What follows belongs to an exercise in optimizing a design on an open flow for small area, a short achievable clock period and few clock cycles per item; a production flow would make more cautious choices. Function was not checked in any run shown here: the RTL went through the layout flow alone. Power and IR drop assume default switching activity.

==> flow/design.v <==
module ysyx_divunit (
    input             clk,
    input             rstn,
    input             div_valid,
    input             div_word,
    input             div_sign,
    input             alu_sec,
    input      [63:0] dividend,
    input      [63:0] divisor,
    output            res_rdy,
    output     [63:0] div_res
);
localparam S_IDLE = 3'd0, S_SHIFT = 3'd1, S_ITER = 3'd2, S_NEG = 3'd3, S_DONE = 3'd4;
reg  [2:0]  state;
reg  [63:0] rem;      
reg  [63:0] dn;       
reg  [63:0] quo;      
reg  [5:0]  cnt;      
reg  [5:0]  pa_r, pb_r;   
reg         va_r, na_r;
reg         vb_r, nb_r, sec_r, w_r, cin_r, negq_r, negr_r, done_r;
reg         at_r, bt_r;   
reg  [2:0]  f1, f0;
wire [63:0] a64 = div_word ? {{32{div_sign & dividend[31]}}, dividend[31:0]} : dividend;
wire [63:0] b64 = div_word ? {{32{div_sign & divisor[31]}},  divisor[31:0]}  : divisor;
wire        na  = div_sign & a64[63];
wire        nb  = div_sign & b64[63];
wire [63:0] xa  = a64 ^ {64{na}};    
wire [63:0] xb  = b64 ^ {64{nb}};    
function [6:0] msb64(input [63:0] x);    
    reg [31:0] v1; reg [1*32-1:0] p1;
    reg [15:0] v2; reg [2*16-1:0] p2;
    reg [7:0]  v3; reg [3*8-1:0]  p3;
    reg [3:0]  v4; reg [4*4-1:0]  p4;
    reg [1:0]  v5; reg [5*2-1:0]  p5;
    integer i;
    begin
        for (i = 0; i < 32; i = i + 1) begin
            v1[i] = x[2*i+1] | x[2*i];
            p1[i] = x[2*i+1];
        end
        for (i = 0; i < 16; i = i + 1) begin
            v2[i] = v1[2*i+1] | v1[2*i];
            p2[2*i +: 2] = v1[2*i+1] ? {1'b1, p1[(2*i+1)*1 +: 1]} : {1'b0, p1[(2*i)*1 +: 1]};
        end
        for (i = 0; i < 8; i = i + 1) begin
            v3[i] = v2[2*i+1] | v2[2*i];
            p3[3*i +: 3] = v2[2*i+1] ? {1'b1, p2[(2*i+1)*2 +: 2]} : {1'b0, p2[(2*i)*2 +: 2]};
        end
        for (i = 0; i < 4; i = i + 1) begin
            v4[i] = v3[2*i+1] | v3[2*i];
            p4[4*i +: 4] = v3[2*i+1] ? {1'b1, p3[(2*i+1)*3 +: 3]} : {1'b0, p3[(2*i)*3 +: 3]};
        end
        for (i = 0; i < 2; i = i + 1) begin
            v5[i] = v4[2*i+1] | v4[2*i];
            p5[5*i +: 5] = v4[2*i+1] ? {1'b1, p4[(2*i+1)*4 +: 4]} : {1'b0, p4[(2*i)*4 +: 4]};
        end
        msb64 = {v5[1] | v5[0], v5[1] ? {1'b1, p5[9:5]} : {1'b0, p5[4:0]}};
    end
endfunction
wire [6:0] ma = msb64(xa);
wire [6:0] mb = msb64(xb);
wire       bzi = ~|(div_word ? {32'd0, divisor[31:0]} : divisor);    
wire       bz   = (pb_r == 6'd0) & ~vb_r & ~nb_r;              
wire [6:0] dab  = {1'b0, pa_r} - {1'b0, pb_r};                
wire       k0   = bz | (va_r ? (dab[6] & (~na_r | ~(&dab))) : (~na_r | (pb_r != 6'd0)));
wire [5:0] sdif = va_r ? dab[5:0] + {5'd0, na_r} : 6'd0;
wire        fl = ~nb_r;
wire [5:0]  sh = sdif;
wire [63:0] y0 = quo;
wire [63:0] y1 = sh[0] ? {y0[62:0], {1{fl}}}  : y0;
wire [63:0] y2 = sh[1] ? {y1[61:0], {2{fl}}}  : y1;
wire [63:0] y3 = sh[2] ? {y2[59:0], {4{fl}}}  : y2;
wire [63:0] y4 = sh[3] ? {y3[55:0], {8{fl}}}  : y3;
wire [63:0] y5 = sh[4] ? {y4[47:0], {16{fl}}} : y4;
wire [63:0] y6 = sh[5] ? {y5[31:0], {32{fl}}} : y5;
wire        q;
wire [64:0] sum;
add_pfx #(.N(65)) u_add (.a({at_r, rem}), .b({bt_r, dn}), .ci(cin_r), .s(sum), .co(q));
wire [63:0] t = sum[63:0];
wire        qb = q | (sum[64] & ~at_r);
wire last   = (cnt == 6'd0);
wire s_idle = (state == S_IDLE), s_iter = (state == S_ITER);
wire mvq    = s_iter & last & ~sec_r;                 
wire [63:0] alt = s_idle ? xa : (mvq ? {quo[62:0], qb} : rem);
reg  [2:0] nxt;
always @* begin
    nxt = state;
    case (state)
        S_IDLE:  if (div_valid) nxt = S_SHIFT;
        S_SHIFT: nxt = k0 ? S_IDLE : S_ITER;
        S_ITER:  if (last) nxt = (negq_r | negr_r) ? S_NEG : S_DONE;
        S_NEG:   nxt = S_DONE;
        default: nxt = S_IDLE;
    endcase
end
wire [5:0] cnt_nxt  = (state == S_SHIFT) ? sdif : cnt - 6'd1;
wire       mvq_nxt  = (nxt == S_ITER) & (cnt_nxt == 6'd0) & ~sec_r;
always @(posedge clk or negedge rstn) begin
    if (!rstn) begin
        state  <= S_IDLE;
        done_r <= 1'b0;
        at_r   <= 1'b0;
        bt_r   <= 1'b0;
    end else begin
        state  <= nxt;
        done_r <= (nxt == S_DONE);
        at_r   <= (nxt == S_SHIFT) | (nxt == S_NEG) | ((nxt == S_ITER) & ~mvq_nxt);
        bt_r   <= (nxt == S_SHIFT) | (nxt == S_NEG);
    end
end
always @(posedge clk) begin
    nb_r   <= nb;
    sec_r  <= alu_sec;
    w_r    <= div_word;
    negq_r <= ~alu_sec & (na ^ nb);
    negr_r <= alu_sec & na;
    na_r   <= na;
    va_r   <= ma[6];
    vb_r   <= mb[6];
    pa_r   <= ma[5:0];
    pb_r   <= mb[5:0];
    dn  <= s_idle ? 64'd0 :
           (state == S_SHIFT) ? (k0 ? {64{1'b1}} : y6) :
           (s_iter & ~last) ? {1'b1, dn[63:1]} : {64{1'b1}};
    quo <= s_idle ? ~xb : (state == S_SHIFT) ? 64'd0 : {quo[62:0], qb};
end
always @(posedge clk) begin
    rem <= q ? t : alt;
    cnt <= cnt_nxt;
    case (state)
        S_IDLE: begin
            cin_r  <= na;
            f1     <= alu_sec ? {~na & ~div_word, ~na, ~na} : {bzi & ~na & ~div_word, bzi & ~na, bzi};
            f0     <= alu_sec ? {na & ~div_word, na, na} : {bzi & ~na & ~div_word, bzi & ~na, bzi};
        end
        S_SHIFT: begin
            cin_r <= ~nb_r;
            f1    <= 3'b111;
            f0    <= 3'b000;
        end
        S_ITER: begin
            if (last) cin_r <= 1'b0;
        end
        S_NEG: begin
            f1 <= 3'b000;
            f0 <= {~w_r, 2'b11};
        end
        default: ;
    endcase
end
genvar gi;
generate
    for (gi = 0; gi < 64; gi = gi + 1) begin : g_out
        localparam integer G = (gi == 0) ? 0 : (gi < 32) ? 1 : 2;
        assign div_res[gi] = rem[gi] ? f1[G] : f0[G];
    end
endgenerate
assign res_rdy = done_r | ((state == S_SHIFT) & k0);
endmodule
module add_pfx #(parameter N = 64) (
    input  [N-1:0] a,
    input  [N-1:0] b,
    input          ci,
    output [N-1:0] s,
    output         co
);
localparam M = N + 1;    
reg [M-1:0] g, p;
integer d, i;
always @* begin
    g = {a & b, ci};
    p = {a ^ b, 1'b0};
    for (d = 1; d < M; d = d * 2)
        for (i = M-1; i >= 0; i = i - 1)
            if ((i / d) % 2 == 1) begin
                g[i] = g[i] | (p[i] & g[(i/d)*d - 1]);
                p[i] = p[i] & p[(i/d)*d - 1];
            end
end
assign s  = (a ^ b) ^ g[M-2:0];
assign co = g[M-1];
endmodule
==> flow/flow/run.sh <==
#!/bin/bash
set -euo pipefail
bash standard.sh "BUFFER_PORTS_ARGS=-buffer_cell sky130_fd_sc_hd__buf_1" \
  "CTS_ARGS=-sink_clustering_enable -repair_clock_nets -dont_use_dummy_load" \
  SETUP_SLACK_MARGIN=6.0 finish > standard.log 2>&1
==> flow/standard.sh <==
#!/bin/bash
# synth_recipe.tcl (not shown) runs the flow's synth.tcl, then flattens the netlist and writes it again
# the make line also repeats each setting of config.mk as NAME=value (left out here)
make -C /OpenROAD-flow-scripts/flow DESIGN_CONFIG=/design/flow/config.mk WORK_HOME=/design/flow/orfs CLKGATE_MAP_FILE= SYNTH_SCRIPT=/design/flow/synth_recipe.tcl "${@:-finish}"
==> flow/config.mk <==
export PLATFORM = sky130hd
export DESIGN_NAME = ysyx_divunit
export DESIGN_NICKNAME = ysyx_divunit
export VERILOG_FILES = /design/flow/design.v
export SDC_FILE = /design/flow/constraint.sdc
export NUM_CORES = 8
export LEC_CHECK = 0
export CAP_MARGIN = 20
export CORE_MARGIN = 2
export CORE_UTILIZATION = 60
export PLACE_DENSITY = 0.7
export SETUP_SLACK_MARGIN = 5
export SLEW_MARGIN = 20
==> flow/constraint.sdc <==
create_clock -name core_clock -period 10.0 [get_ports {clk}]
set_input_delay 2.0000 -clock core_clock [delete_from_list [all_inputs] [get_ports {clk}]]
set_output_delay 2.0000 -clock core_clock [all_outputs]
set_load 0.01 [all_outputs]
==> results of run 1 <==
## Yosys cell counts, drive strengths merged, types with 57 or more instances
master / count
a21oi: 192
buf: 65
clkbuf: 123
dfxtp: 154
edfxtp: 71
ha: 73
inv: 74
mux2: 115
mux2i: 238
nand2: 220
nor2: 173
nor3: 57
o21ai: 245
xnor2: 149
## timing repair
action,CTS,global route
resized for setup,65,60
pin swaps,15,24
setup endpoints to repair,268,179
setup buffers,14,22
cloned,7,3
## report_power, final
group | total, W | internal [W] | switching (W)
Sequential | 0.00215 | 0.00162 | 0.000531
Combinational | 0.00660 | 0.00267 | 0.00393
Clock | 0.000865 | 0.000485 | 0.000380
## metrics by stage
step / util (%) / total power [W]
after floorplan: - / 0.00639
after global placement: 63.5 / 0.00800
after detailed placement: 63.5 / 0.00815
after CTS: 67.2 / 0.00926
after global routing: 68.9 / 0.0101
final: 68.9 / 0.00962
## final cells by class
class	count	share of cell area, %
inverter	75	1.29
clock buffer	28	2.95
multi-input combinational	2055	64.1
antenna	2	0.0210
sequential	231	22.6
timing repair buffer	262	6.56
timing repair inverter	2	0.0736
tap	455	2.39
## path summary, 6_finish.rpt
path	start	end	slack, ps	cells after the start
setup / recovery	pa_r[0]$_DFF_P_	res_rdy	5210	11
hold / removal	cnt[0]$_DFF_P_	cnt[0]$_DFF_P_	480	1
setup reg to reg	pa_r[0]$_DFF_P_	dn[47]$_SDFF_PP0_	5420	13
hold reg to reg	cnt[0]$_DFF_P_	cnt[0]$_DFF_P_	480	1
max in group asynchronous	rstn	at_r$_DFF_PN0_	8320	1
min in group asynchronous	rstn	state[2]$_DFF_PN0_	1360	1
## cells by family (layout without fill, tap and decap cells)
logic type	Yosys count	in the layout	share of synthesized area, %
other	0	2	0
XOR/XNOR	168	168	7.11
flip-flops	231	231	25.4
AND/OR/NAND/NOR	671	672	14.8
adder cells (fa/ha/maj)	81	81	5.09
multiplexers	369	369	19.1
AO/OA/AOI/OAI	765	765	23.4
buffers and inverters	263	367	5.02
## critical path, stage by stage, from the launching register on
cell and delay (ps):
dfxtp_2 340, inv_2 50, ha_4 160, fa_2 380
nor2b_2 170, o21ai_2 80, a21boi_2 220, nor2_2 80
a41oi_2 240, a21oi_2 80, o21bai_1 240, buf_2 190
## sequential cells by signal, summed over array words and instances, names as in the netlist, 3 cells and up
signal	flops
f1	3
state	3
pb_r	6
cnt	6
quo	64
dn	64
f0	3
rem	64
pa_r	6
## per-layer routing
layer  share of wire (%)  vias to the layer above
li1                    -                     9634
met1                  40                    10000
met2                  44                     1239
met3                  12                      218
met4                 4.5                        2
met5               0.017                        -
==> impl_results.md, run 1 <==
- Count of buffers from port buffering: 198
- Fin. Hold Viols: 0
- Core region area: 34500 um2
- TritonCTS clock tree: yes
- RSZ-0062 raised after global routing: true
- Max-Cap Viols: 0
- Sequential share of the synthesized area: 25.4%
- Post-route cell area: 23800 um2
- Most crowded layer after global routing: met2
- Fin Clk Skew: 25.2 ps
- Area share of the largest cell type after synthesis: 14.6%
- Detail Placement HPWL: 55400 um
- Die H: 192 um
- Setup violations, final: 0
- Slew @ Worst Pin: 1070 ps
- Hold crit path type: reg2reg
- Count of different cell masters after synthesis: 79
- Nets: 2870
- Initial Util: 61.1%
- Final Max Tran Viols: 0
- Total track usage: 40.0%
- H-tree depth: 1
- Clk root buf: clkbuf_16
- Total number of vias: 21100
- Met2 Resource Use GR: 62.0%
- Horiz. Die Dim: 192 um
- Asr flop ratio synth: 2.60%
- Vias in the first global route: 19500
- Mean post-synth cell area: 8.28 um2
- EDFF count, synth: 71
- Cell Pwr Density: 404 nW/um2
- Hold_buf cts: 0
- Setup TNS: 0 ps
- CP required: 8000 ps
- Met3 usage: 8.02%
- Worst hold margin: 483 ps
- Register area: 5370 um2
- Ranking of synthesized cells by area: dfxtp_1 15%, mux2i_1 11%, edfxtp_1 10%
- Clock-pin slew on the worst setup and hold paths: 60 ps
- Cell row count: 68
- TritonRoute pass-1 iters: 6
- Multi-input gate area in the final layout: 15300 um2
- First-pass GRT wire length: 113000 um
- Share of cells above drive strength 1: 14.4%
- Mapped Area: 21100 um2
- Arr. time, crit path: 2790 ps
- Vias per cell: 6.79
- Commonest non-fill, non-tap cell in the layout: mux2i_1
- Top_reg_cell synth: dfxtp_1
- Peak supply drop: 0.254 mV
- Initial antenna violation count: 4
- Setup ws final: 5210 ps
- Dpl ws: 4080 ps
- Cell count after synthesis: 2548
- Die area: 36700 um2
- Synth-to-Final Area Change: 12.8%
- Synth Register Bits: 231
- Filler cells: 2958
- Final wirelength: 76800 um
- Synth warn: 2
- Placer's final routability congestion estimate: 1.01
- Post-route ant nets: 0
- Net Count, Synth: 2763
- DP Cell Count: 3034
- Num Clock Sinks: 231
- Fmax: 209 MHz
- Max Fanout on Critical Path: 3
- Fin crit share: 47.9%
- Finished Layout Cells: 3110
- Post-DP Area: 21900 um2
- Leakage: 9.36 nW
- Inserted Clock Buffers: 28
- Top-Level Pins: 199
- Routing usage on met1: 54.6%
- Largest net degree at the start of global routing: 96
- CP endpoint kind: primary output
- DRC: 0
- Tmin final: 4790 ps
- Total grt overflow: 0
- Clock Path Buffers: 3
- Setup Crit Path Kind: reg2out
- Initial detailed-routing violation count: 2079
- Status: finished clean
- Worst skew pair latency: 560 ps
- Startpoint Class: flop
- Most frequent cells in the layout: 236 x mux2i_1, 229 x o21ai_0, 214 x nand2_1
- Relative slew slack: 28.5%
- WL per Instance: 24.7 um
- Largest area contributor in the netlist: dfxtp_1
==> run 2, diff against run 1 <==
--- a/flow/design.v
+++ b/flow/design.v
@@ -64,5 +64,12 @@
 wire       bz   = (pb_r == 6'd0) & ~vb_r & ~nb_r;              
-wire [6:0] dab  = {1'b0, pa_r} - {1'b0, pb_r};                
-wire       k0   = bz | (va_r ? (dab[6] & (~na_r | ~(&dab))) : (~na_r | (pb_r != 6'd0)));
-wire [5:0] sdif = va_r ? dab[5:0] + {5'd0, na_r} : 6'd0;
+wire [6:0] dx   = {1'b0, pa_r};
+wire [6:0] dy   = ~{1'b0, pb_r};
+wire [6:0] dz   = {6'd0, na_r};
+wire [6:0] ds   = dx ^ dy ^ dz;
+wire [6:0] dc   = (dx & dy) | (dx & dz) | (dy & dz);
+wire [6:0] d7;
+wire       d7_co;
+add_pfx #(.N(7)) u_d (.a(ds), .b({dc[5:0], 1'b0}), .ci(1'b1), .s(d7), .co(d7_co));
+wire       k0   = bz | (va_r ? d7[6] : (~na_r | (pb_r != 6'd0)));
+wire [5:0] sdif = va_r ? d7[5:0] : 6'd0;
 wire        fl = ~nb_r;
==> run 2 against run 1 <==
  * Still clean
  * Utilization up 0.11 points
  * Register-to-register slack better by 470 ps
  * Die area fell by 1.5%
  * Synthesized cell count increased by 0.75%
  * Sequential cell count did not move
  * Critical endpoint unchanged
  * Largest power group unchanged
==> impl_results.md, run 2 <==
- Setup TNS: 0 ps
- Combinational power share: 71.1%
- Die area: 36100 um2
- Area share of the largest cell type after synthesis: 14.8%
- Placer's final routability congestion estimate: 1.01
- TritonCTS clock tree: yes
- Synth-to-Final Area Change: 13.8%
- Cell Pwr Density: 432 nW/um2
- Crit path max-delay family: compound AO/OA/AOI/OAI gates
- Die H: 190 um
- Fin Clk Skew: 33.4 ps
- Post-route cell area: 23700 um2
- DRC: 0
- Fin. Hold Viols: 0
- Worst skew pair latency: 560 ps
- Post-route total power: 0.0102 W
- CP required: 8000 ps
- Nets: 2904
- Hold crit path type: reg2reg
- Final wirelength: 76400 um
- Num Clock Sinks: 231
- Total number of vias: 21100
- Initial Util: 60.6%
- Status: finished clean
- Slew @ Worst Pin: 1150 ps
- Max-Cap Viols: 0
- Vias in the first global route: 19000
- Horiz. Die Dim: 190 um
- First-pass GRT wire length: 111000 um
- Leakage: 9.34 nW
- Count of different cell masters after synthesis: 78
- EDFF count, synth: 71
- RSZ-0062 raised after global routing: true
- Initial detailed-routing violation count: 2613
- Inserted Clock Buffers: 28
- Critical path's largest stage delay: 360 ps
- Hold_buf cts: 0
- Arr. time, crit path: 2880 ps
- Mean post-synth cell area: 8.09 um2
- Post-route ant nets: 0
- Relative slew slack: 23.1%
- Setup violations, final: 0
- Setup Crit Path Kind: reg2out
- Filler cells: 2895
- Detail Placement HPWL: 53500 um
- Max Fanout on Critical Path: 2
- Clk root buf: clkbuf_16
- Critical-path top delay cell: fa_2
- Most frequent cells in the layout: 274 x mux2i_1, 243 x o21ai_0, 225 x nand2_1
- Clock Path Buffers: 3
- Synth warn: 3
- Asr flop ratio synth: 2.60%
- Top_reg_cell synth: dfxtp_1
- CP endpoint kind: primary output
- TritonRoute pass-1 iters: 6
- H-tree depth: 1
- NetSw: 0.00516 W
- Initial antenna violation count: 4
- Clk network pwr share: 8.4%
- Ranking of synthesized cells by area: dfxtp_1 15%, mux2i_1 13%, edfxtp_1 10%
- Core region area: 34300 um2
- Synth Register Bits: 231
- Sequential share of the synthesized area: 25.8%
- Total track usage: 39.9%
- Top-Level Pins: 199
- Mapped Area: 20800 um2
- Largest net degree at the start of global routing: 114
- Most frequent cell after synthesis: mux2i_1
- Commonest non-fill, non-tap cell in the layout: mux2i_1
- Post-DP Area: 21600 um2
- Startpoint Class: flop
- Cell count after synthesis: 2567
- Fmax: 205 MHz
- Sw Ratio: 50.5%
- Net Count, Synth: 2786
- Sequential share of power: 20.5%
- CP most frequent cell: a21o_1
- Cell row count: 68
- Buffers & Inverters on Critical Path: 2
- Peak supply drop: 0.295 mV
- Vias per cell: 6.72
- WL per Instance: 24.3 um
- Clock-pin slew on the worst setup and hold paths: 60 ps
- Final Max Tran Viols: 0
- Tmin final: 4880 ps
- Critical path, cell by cell: inv_2 > fa_2 > ha_4 > a21o_1 > a21oi_2 > o21bai_1 > a21o_1 > a21oi_2 > xor2_1 > a21o_1 > a21o_1 > buf_2
- Largest regs: dn (64), quo (64), rem (64)
- Share of cells above drive strength 1: 13.1%
- Cell Int Power: 0.00505 W
- Top cells by count, synth: 280 x mux2i_1, 257 x o21ai_0, 233 x nand2_1
- Largest area contributor in the netlist: dfxtp_1
- Total grt overflow: 0
- Count of buffers from port buffering: 198
- Fin crit share: 48.8%
## run 2: area by class of cell
cell class	count	area [um2]	share of cell area, %
Clock buffer	28	701	2.96
Inverter	80	319	1.35
Tap cell	455	569	2.41
Multi-Input combinational cell	2080	15000	63.4
Antenna cell	1	2.50	0.0106
Timing Repair Buffer	264	1700	7.19
Sequential cell	231	5370	22.7
## run 2: power groups by stage
stage          combinational (W)  clock, W  sequential (W)
4_1_cts                  0.00682  0.000854         0.00208
3_5_place_dp             0.00642         0         0.00213
5_1_grt                  0.00774  0.000894         0.00212
2_1_floorplan            0.00493         0         0.00187
6_report                 0.00726  0.000860         0.00209
3_3_place_gp             0.00630         0         0.00212
## run 2: metal layers
layer | track usage [%] | up-vias | wire length (um)
li1 | - | 9618 | -
met1 | 55.2 | 9884 | 30700
met2 | 63.3 | 1343 | 34000
met3 | 6.77 | 233 | 8500
met4 | 12.9 | 4 | 3130
met5 | 0 | - | 28
## run 2: final timing paths
| path | start | to | slack (ps) | depth (start not counted) |
|---|---|---|---|---|
| setup / recovery | pb_r[0]$_DFF_P_ | res_rdy | 5120 | 12 |
| hold / removal | quo[26]$_DFF_P_ | quo[27]$_DFF_P_ | 500 | 2 |
| setup reg to reg | pb_r[0]$_DFF_P_ | dn[35]$_SDFF_PP0_ | 5890 | 14 |
| hold reg to reg | quo[26]$_DFF_P_ | quo[27]$_DFF_P_ | 500 | 2 |
| max in group asynchronous | rstn | done_r$_DFF_PN0_ | 8370 | 1 |
| min in group asynchronous | rstn | state[2]$_DFF_PN0_ | 1350 | 1 |
## run 2: what timing repair did
| item | CTS | global route |
|---|---|---|
| cloned | 13 | 6 |
| resized for setup | 70 | 72 |
| endpoints found under the setup margin | 279 | 191 |
| pin swaps | 16 | 29 |
| hold endpoints to repair | 0 | 0 |
| setup buffers | 20 | 15 |
## run 2: kinds of logic (layout without fill, tap and decap cells)
| family | Yosys count | in the layout | synth area share (%) |
|---|---|---|---|
| AO/OA/AOI/OAI | 716 | 716 | 21.2 |
| adder cells (fa/ha/maj) | 85 | 85 | 5.48 |
| XOR/XNOR | 175 | 175 | 7.38 |
| other | 0 | 1 | 0 |
| multiplexers | 392 | 392 | 19.6 |
| AND/OR/NAND/NOR | 705 | 712 | 15.5 |
| buffers and inverters | 263 | 372 | 4.95 |
| flip-flops | 231 | 231 | 25.8 |
## run 2: metrics by stage
stage	worst slack (ps)	instances	util, %	hold slack (ps)
6_report	5120	3139	69.0	503
4_1_cts	5180	3116	67.4	501
3_5_place_dp	3310	3055	63.1	494
3_3_place_gp	3460	3055	63.1	487
2_1_floorplan	5990	2567	-	453
5_1_grt	5080	3138	69.0	530
## run 2: worst min-delay path, cell delays in order (launching register included)
cell and delay [ps]:
dfxtp_1 330, nand2_1 60, o21ai_0 60
==> run 3, diff against run 2 <==
--- a/flow/design.v
+++ b/flow/design.v
@@ -12,4 +12,3 @@
 );
-localparam S_IDLE = 3'd0, S_SHIFT = 3'd1, S_ITER = 3'd2, S_NEG = 3'd3, S_DONE = 3'd4;
-reg  [2:0]  state;
+reg         st_sh, st_it, st_ng, st_dn;
 reg  [63:0] rem;      
@@ -20,3 +19,3 @@
 reg         va_r, na_r;
-reg         vb_r, nb_r, sec_r, w_r, cin_r, negq_r, negr_r, done_r;
+reg         vb_r, nb_r, sec_r, w_r, cin_r, negq_r, negr_r;
 reg         at_r, bt_r;   
@@ -29,3 +28,3 @@
 wire [63:0] xb  = b64 ^ {64{nb}};    
-function [6:0] msb64(input [63:0] x);    
+function [14:0] msb64(input [63:0] x);    
     reg [31:0] v1; reg [1*32-1:0] p1;
@@ -57,19 +56,20 @@
         end
-        msb64 = {v5[1] | v5[0], v5[1] ? {1'b1, p5[9:5]} : {1'b0, p5[4:0]}};
+        msb64 = {v3, v5[1] | v5[0], v5[1] ? {1'b1, p5[9:5]} : {1'b0, p5[4:0]}};
     end
 endfunction
-wire [6:0] ma = msb64(xa);
-wire [6:0] mb = msb64(xb);
-wire       bzi = ~|(div_word ? {32'd0, divisor[31:0]} : divisor);    
+wire [14:0] ma = msb64(xa);
+wire [14:0] mb = msb64(xb);
+wire [7:0] ab = ma[14:7], bb = mb[14:7];
+wire [7:0] ahi;    
+genvar gj;
+generate
+    for (gj = 0; gj < 8; gj = gj + 1) begin : g_ahi
+        assign ahi[gj] = |ab[7:gj];
+    end
+endgenerate
+wire       k0e = na ? |(bb[7:1] & ~ahi[6:0]) : |(bb & ~ahi);
 wire       bz   = (pb_r == 6'd0) & ~vb_r & ~nb_r;              
-wire [6:0] dx   = {1'b0, pa_r};
-wire [6:0] dy   = ~{1'b0, pb_r};
-wire [6:0] dz   = {6'd0, na_r};
-wire [6:0] ds   = dx ^ dy ^ dz;
-wire [6:0] dc   = (dx & dy) | (dx & dz) | (dy & dz);
-wire [6:0] d7;
-wire       d7_co;
-add_pfx #(.N(7)) u_d (.a(ds), .b({dc[5:0], 1'b0}), .ci(1'b1), .s(d7), .co(d7_co));
-wire       k0   = bz | (va_r ? d7[6] : (~na_r | (pb_r != 6'd0)));
-wire [5:0] sdif = va_r ? d7[5:0] : 6'd0;
+wire [6:0] dab  = {1'b0, pa_r} - {1'b0, pb_r};                
+wire       k0   = bz | (va_r ? (dab[6] & (~na_r | ~(&dab))) : (~na_r | (pb_r != 6'd0)));
+wire [5:0] sdif = va_r ? dab[5:0] + {5'd0, na_r} : 6'd0;
 wire        fl = ~nb_r;
@@ -85,3 +85,4 @@
 wire [64:0] sum;
-add_pfx #(.N(65)) u_add (.a({at_r, rem}), .b({bt_r, dn}), .ci(cin_r), .s(sum), .co(q));
+wire        bt = bt_r & ~(st_sh & k0);
+add_pfx #(.N(65)) u_add (.a({at_r, rem}), .b({bt, dn}), .ci(cin_r), .s(sum), .co(q));
 wire [63:0] t = sum[63:0];
@@ -89,29 +90,27 @@
 wire last   = (cnt == 6'd0);
-wire s_idle = (state == S_IDLE), s_iter = (state == S_ITER);
+wire s_idle = ~(st_sh | st_it | st_ng | st_dn), s_iter = st_it;
 wire mvq    = s_iter & last & ~sec_r;                 
 wire [63:0] alt = s_idle ? xa : (mvq ? {quo[62:0], qb} : rem);
-reg  [2:0] nxt;
-always @* begin
-    nxt = state;
-    case (state)
-        S_IDLE:  if (div_valid) nxt = S_SHIFT;
-        S_SHIFT: nxt = k0 ? S_IDLE : S_ITER;
-        S_ITER:  if (last) nxt = (negq_r | negr_r) ? S_NEG : S_DONE;
-        S_NEG:   nxt = S_DONE;
-        default: nxt = S_IDLE;
-    endcase
-end
-wire [5:0] cnt_nxt  = (state == S_SHIFT) ? sdif : cnt - 6'd1;
-wire       mvq_nxt  = (nxt == S_ITER) & (cnt_nxt == 6'd0) & ~sec_r;
+wire go      = s_idle & div_valid;
+wire to_sh   = go & ~k0e;
+wire to_it   = (st_sh & ~k0) | (st_it & ~last);
+wire to_ng   = st_it & last & (negq_r | negr_r);
+wire to_dn   = (go & k0e) | (st_sh & k0) | (st_it & last & ~(negq_r | negr_r)) | st_ng;
+wire [5:0] cnt_nxt  = st_sh ? sdif : cnt - 6'd1;
+wire       mvq_nxt  = to_it & (cnt_nxt == 6'd0) & ~sec_r;
 always @(posedge clk or negedge rstn) begin
     if (!rstn) begin
-        state  <= S_IDLE;
-        done_r <= 1'b0;
-        at_r   <= 1'b0;
-        bt_r   <= 1'b0;
+        st_sh <= 1'b0;
+        st_it <= 1'b0;
+        st_ng <= 1'b0;
+        st_dn <= 1'b0;
+        at_r  <= 1'b0;
+        bt_r  <= 1'b0;
     end else begin
-        state  <= nxt;
-        done_r <= (nxt == S_DONE);
-        at_r   <= (nxt == S_SHIFT) | (nxt == S_NEG) | ((nxt == S_ITER) & ~mvq_nxt);
-        bt_r   <= (nxt == S_SHIFT) | (nxt == S_NEG);
+        st_sh <= to_sh;
+        st_it <= to_it;
+        st_ng <= to_ng;
+        st_dn <= to_dn;
+        at_r  <= to_sh | to_ng | (to_it & ~mvq_nxt);
+        bt_r  <= to_sh | to_ng;
     end
@@ -130,5 +129,5 @@
     dn  <= s_idle ? 64'd0 :
-           (state == S_SHIFT) ? (k0 ? {64{1'b1}} : y6) :
+           st_sh ? (k0 ? {64{1'b1}} : y6) :
            (s_iter & ~last) ? {1'b1, dn[63:1]} : {64{1'b1}};
-    quo <= s_idle ? ~xb : (state == S_SHIFT) ? 64'd0 : {quo[62:0], qb};
+    quo <= s_idle ? ~xb : st_sh ? 64'd0 : {quo[62:0], qb};
 end
@@ -137,17 +136,25 @@
     cnt <= cnt_nxt;
-    case (state)
-        S_IDLE: begin
+    case (1'b1)
+        s_idle: begin
             cin_r  <= na;
-            f1     <= alu_sec ? {~na & ~div_word, ~na, ~na} : {bzi & ~na & ~div_word, bzi & ~na, bzi};
-            f0     <= alu_sec ? {na & ~div_word, na, na} : {bzi & ~na & ~div_word, bzi & ~na, bzi};
+            f1     <= alu_sec ? {~na & ~div_word, ~na, ~na} : 3'b000;
+            f0     <= alu_sec ? {na & ~div_word, na, na} : 3'b000;
         end
-        S_SHIFT: begin
+        st_sh: begin
             cin_r <= ~nb_r;
-            f1    <= 3'b111;
-            f0    <= 3'b000;
+            if (!k0) begin
+                f1 <= 3'b111;
+                f0 <= 3'b000;
+            end else if (sec_r) begin      
+                f1 <= {~na_r & ~w_r, ~na_r, ~na_r};
+                f0 <= {na_r & ~w_r, na_r, na_r};
+            end else begin                 
+                f1 <= {bz & ~na_r & ~w_r, bz & ~na_r, bz};
+                f0 <= {bz & ~na_r & ~w_r, bz & ~na_r, bz};
+            end
         end
-        S_ITER: begin
+        st_it: begin
             if (last) cin_r <= 1'b0;
         end
-        S_NEG: begin
+        st_ng: begin
             f1 <= 3'b000;
@@ -165,3 +172,3 @@
 endgenerate
-assign res_rdy = done_r | ((state == S_SHIFT) & k0);
+assign res_rdy = st_dn;
 endmodule
==> run 3 against run 2 <==
  * Largest power group unchanged
  * First-iteration DRC count is 0.92% lower
  * Wire length decreased by 2.2%
  * Non-clock buffer count grew 9
  * Critical path depth increased by 1
  * Largest cell class unchanged
  * Design area down 1.8%
  * Synthesized area shrank 0.76%
  * Via count decreased by 1.3%
  * Utilization barely moved
  * Clock power fell by 3.7%
  * Critical path type is now in2reg
  * Clock-buffer cell count shrank 2
  * Highest routed layer unchanged
  * Global-route usage rose by 0.13 points
  * Setup slack better by 680 ps
==> impl_results.md, run 3 <==
- Status: finished clean
- Die area: 35900 um2
- Largest regs: dn (64), quo (64), rem (64)
- R2R setup slack: 6040 ps
- Synth warn: 2
- Setup ws final: 5810 ps
- Cell row count: 67
- Worst skew pair latency: 550 ps
- Ranking of synthesized cells by area: dfxtp_1 15%, mux2i_1 12%, edfxtp_1 10%
- Largest area contributor in the netlist: dfxtp_1
- Final wirelength: 74800 um
- Filler cells: 2854
- Top_reg_cell synth: dfxtp_1
- Largest net degree at the start of global routing: 93
- Horiz. Die Dim: 189 um
- Reg2reg end: dn[41]$_SDFF_PP0_
- Slew @ Worst Pin: 1120 ps
- Dpl ws: 4250 ps
- Post-route cell area: 23200 um2
- Fin crit share: 41.9%
- Tmin final: 4190 ps
- Detail Placement HPWL: 53400 um
- Count of buffers from port buffering: 198
- Top cells by count, synth: 239 x mux2i_1, 220 x nand2_1, 213 x a21oi_1
- CP required: 10420 ps
- Setup TNS: 0 ps
- Post-route ant nets: 0
- Vias per cell: 6.72
- Worst reg-to-reg path cell count: 14
- Cell count after synthesis: 2525
- Origin of the critical flop-to-flop path: pa_r[0]$_DFF_P_
- Post-DP Area: 21500 um2
- Most frequent cell after synthesis: mux2i_1
- Sequential share of the synthesized area: 26.0%
- DRC: 0
- Share of cells above drive strength 1: 12.7%
- Leakage: 9.31 nW
- Setup Crit Path Kind: in2reg
- Num Clock Sinks: 231
- Top-Level Pins: 199
- Cell Pwr Density: 411 nW/um2
- CP endpoint kind: flop
- Hold crit path type: reg2reg
- Max Fanout on Critical Path: 5
- TritonCTS clock tree: yes
- Most frequent cells in the layout: 237 x mux2i_1, 214 x nand2_1, 207 x a21oi_1
- Clk root buf: clkbuf_16
- Synth-to-Final Area Change: 12.7%
- Final core occ: 68.9%
- Initial detailed-routing violation count: 2589
- Arr. time, crit path: 4610 ps
- Mean post-synth cell area: 8.17 um2
- First-pass GRT wire length: 112000 um
- Area share of the largest cell type after synthesis: 15.0%
- Commonest non-fill, non-tap cell in the layout: mux2i_1
- Inserted Clock Buffers: 26
- Count of different cell masters after synthesis: 87
- Placer's final routability congestion estimate: 1.02
- Core region area: 33700 um2
- Die H: 189 um
- Synth Register Bits: 231
- Hold Crit Depth: 2
- Startpoint Class: input pin
- Total number of vias: 20800
- Mapped Area: 20600 um2
- Nets: 2866
- Clock Path Buffers: 3
- Setup violations, final: 0
- Relative slew slack: 24.9%
- Final Max Tran Viols: 0
- Peak supply drop: 0.220 mV
- Initial antenna violation count: 4
- H-tree depth: 1
- CP Launch Point: div_word
- Total grt overflow: 0
- Worst setup endpoint: at_r$_DFF_PN0_
- Fin. Hold Viols: 0
- Fmax: 238 MHz
- Fin Clk Skew: 27.7 ps
- Total track usage: 40.1%
- Vias in the first global route: 19200
- RSZ-0062 raised after global routing: true
- WL per Instance: 24.1 um
- Worst hold margin: 515 ps
- Max-Cap Viols: 0
- Asr flop ratio synth: 2.60%
- Net Count, Synth: 2741
- TritonRoute pass-1 iters: 9
- EDFF count, synth: 71
- Clock-pin slew on the worst setup and hold paths: 60 ps
- Initial Util: 61.2%
==> run 3: per-stage QoR <==
stage / std cells / power [W]
after floorplan: 2525 / 0.00647
after global placement: 3011 / 0.00793
after detailed placement: 3011 / 0.00808
after CTS: 3076 / 0.00920
after global routing: 3096 / 0.0101
final: 3097 / 0.00955
==> run 3: per-layer routing <==
| metal | track usage [%] | vias up | share of wire [%] |
|---|---|---|---|
| met4 | 14.8 | 2 | 4.6 |
| li1 | - | 9534 | - |
| met3 | 7.12 | 210 | 11 |
| met2 | 61.0 | 1239 | 43 |
| met1 | 56.7 | 9823 | 42 |
| met5 | 0 | - | 0.019 |
==> run 3: timing repair <==
action / 4_1_cts / 5_1_grt
gates cloned: 9 / 1
setup buffers: 30 / 19
gates resized for setup: 50 / 57
setup endpoints to repair: 244 / 206
hold buffers: 0 / 0
pin swaps: 13 / 32
==> run 3: cell families (layout without fill, tap and decap cells) <==
kind of cell / after synthesis / count (layout) / share of synthesized area [%]
AOI/OAI and AO/OA: 754 / 754 / 23.5
xor gates and xnor gates: 178 / 178 / 7.69
adders and majority gates: 82 / 82 / 5.27
buffers and inverters: 259 / 379 / 4.98
DFF: 231 / 231 / 26.0
muxes: 332 / 332 / 17.0
other: 0 / 1 / 0
and+or+nand+nor: 689 / 692 / 15.5
==> run 3: worst max-delay path, stage by stage <==
cell,delay [ps]
clkbuf_16,130
buf_12,120
mux2_4,320
nand2_8,140
inv_16,40
or3_4,320
a222oi_1,430
and3_4,260
buf_4,120
a221oi_2,60
o211ai_1,310
a21oi_2,120
a211o_1,240
==> run 3: worst min path at each step <==
stage	start	endpoint	slack, ps
6_report	quo[45]$_DFF_P_	quo[46]$_DFF_P_	520
5_1_grt	quo[45]$_DFF_P_	quo[46]$_DFF_P_	540
4_1_cts	cnt[0]$_DFF_P_	cnt[0]$_DFF_P_	510
3_5_place_dp	negq_r$_DFF_P_	st_ng$_DFF_PN0_	500
3_3_place_gp	negq_r$_DFF_P_	st_ng$_DFF_PN0_	500
2_1_floorplan	negq_r$_DFF_P_	st_ng$_DFF_PN0_	460
==> run 3: cell type report <==
type | count | area, um2 | area share, %
timing repair inverter | 2 | 17.5 | 0.0754
inverter | 78 | 309 | 1.33
sequential | 231 | 5370 | 23.1
tap | 448 | 561 | 2.41
multi-input combinational | 2038 | 14700 | 63.4
antenna | 1 | 2.50 | 0.0108
timing repair buffer | 273 | 1600 | 6.90
clock buffer | 26 | 651 | 2.80
==> run 3: power by group <==
part / total (W) / internal [W] / leakage, nW / switching (W)
clock network: 0.000828 / 0.000452 / 0.320 / 0.000376
logic: 0.00662 / 0.00267 / 6.92 / 0.00395
registers: 0.00210 / 0.00167 / 2.07 / 0.000435
total: 0.00955 / 0.00479 / 9.31 / 0.00476

-- afterwards: timing with drivers on the ports --
In the flow no input, the clock included, has a driving cell. The finished layouts below were timed again as built, in two steps.
Step 1 sets driving cells, clkbuf_16 on the clock port and buf_2 on the other inputs (assumed; they add their load-dependent delay and slew).
Step 2 also shifts input and output timing later by t, the mid clock arrival at the registers, as if the neighbouring blocks saw the same clock.
Slacks: ideal ports / drivers / drivers and shift; pairs: ideal ports / drivers.
run	t (ns)	setup WS [ns]	worst data-port slew with drivers (ns)
run 1	0.607	5.212 / 5.156 / 5.416	0.08
run 2	0.597	5.125 / 5.066 / 5.427	0.06
run 3	0.599	5.806 / 5.827 / 5.228	0.05
After both steps every run listed still meets setup and hold. For run 3, which loses most, drivers alone change the setup slack by +0.021 ns; drivers and shift together by -0.578 ns.
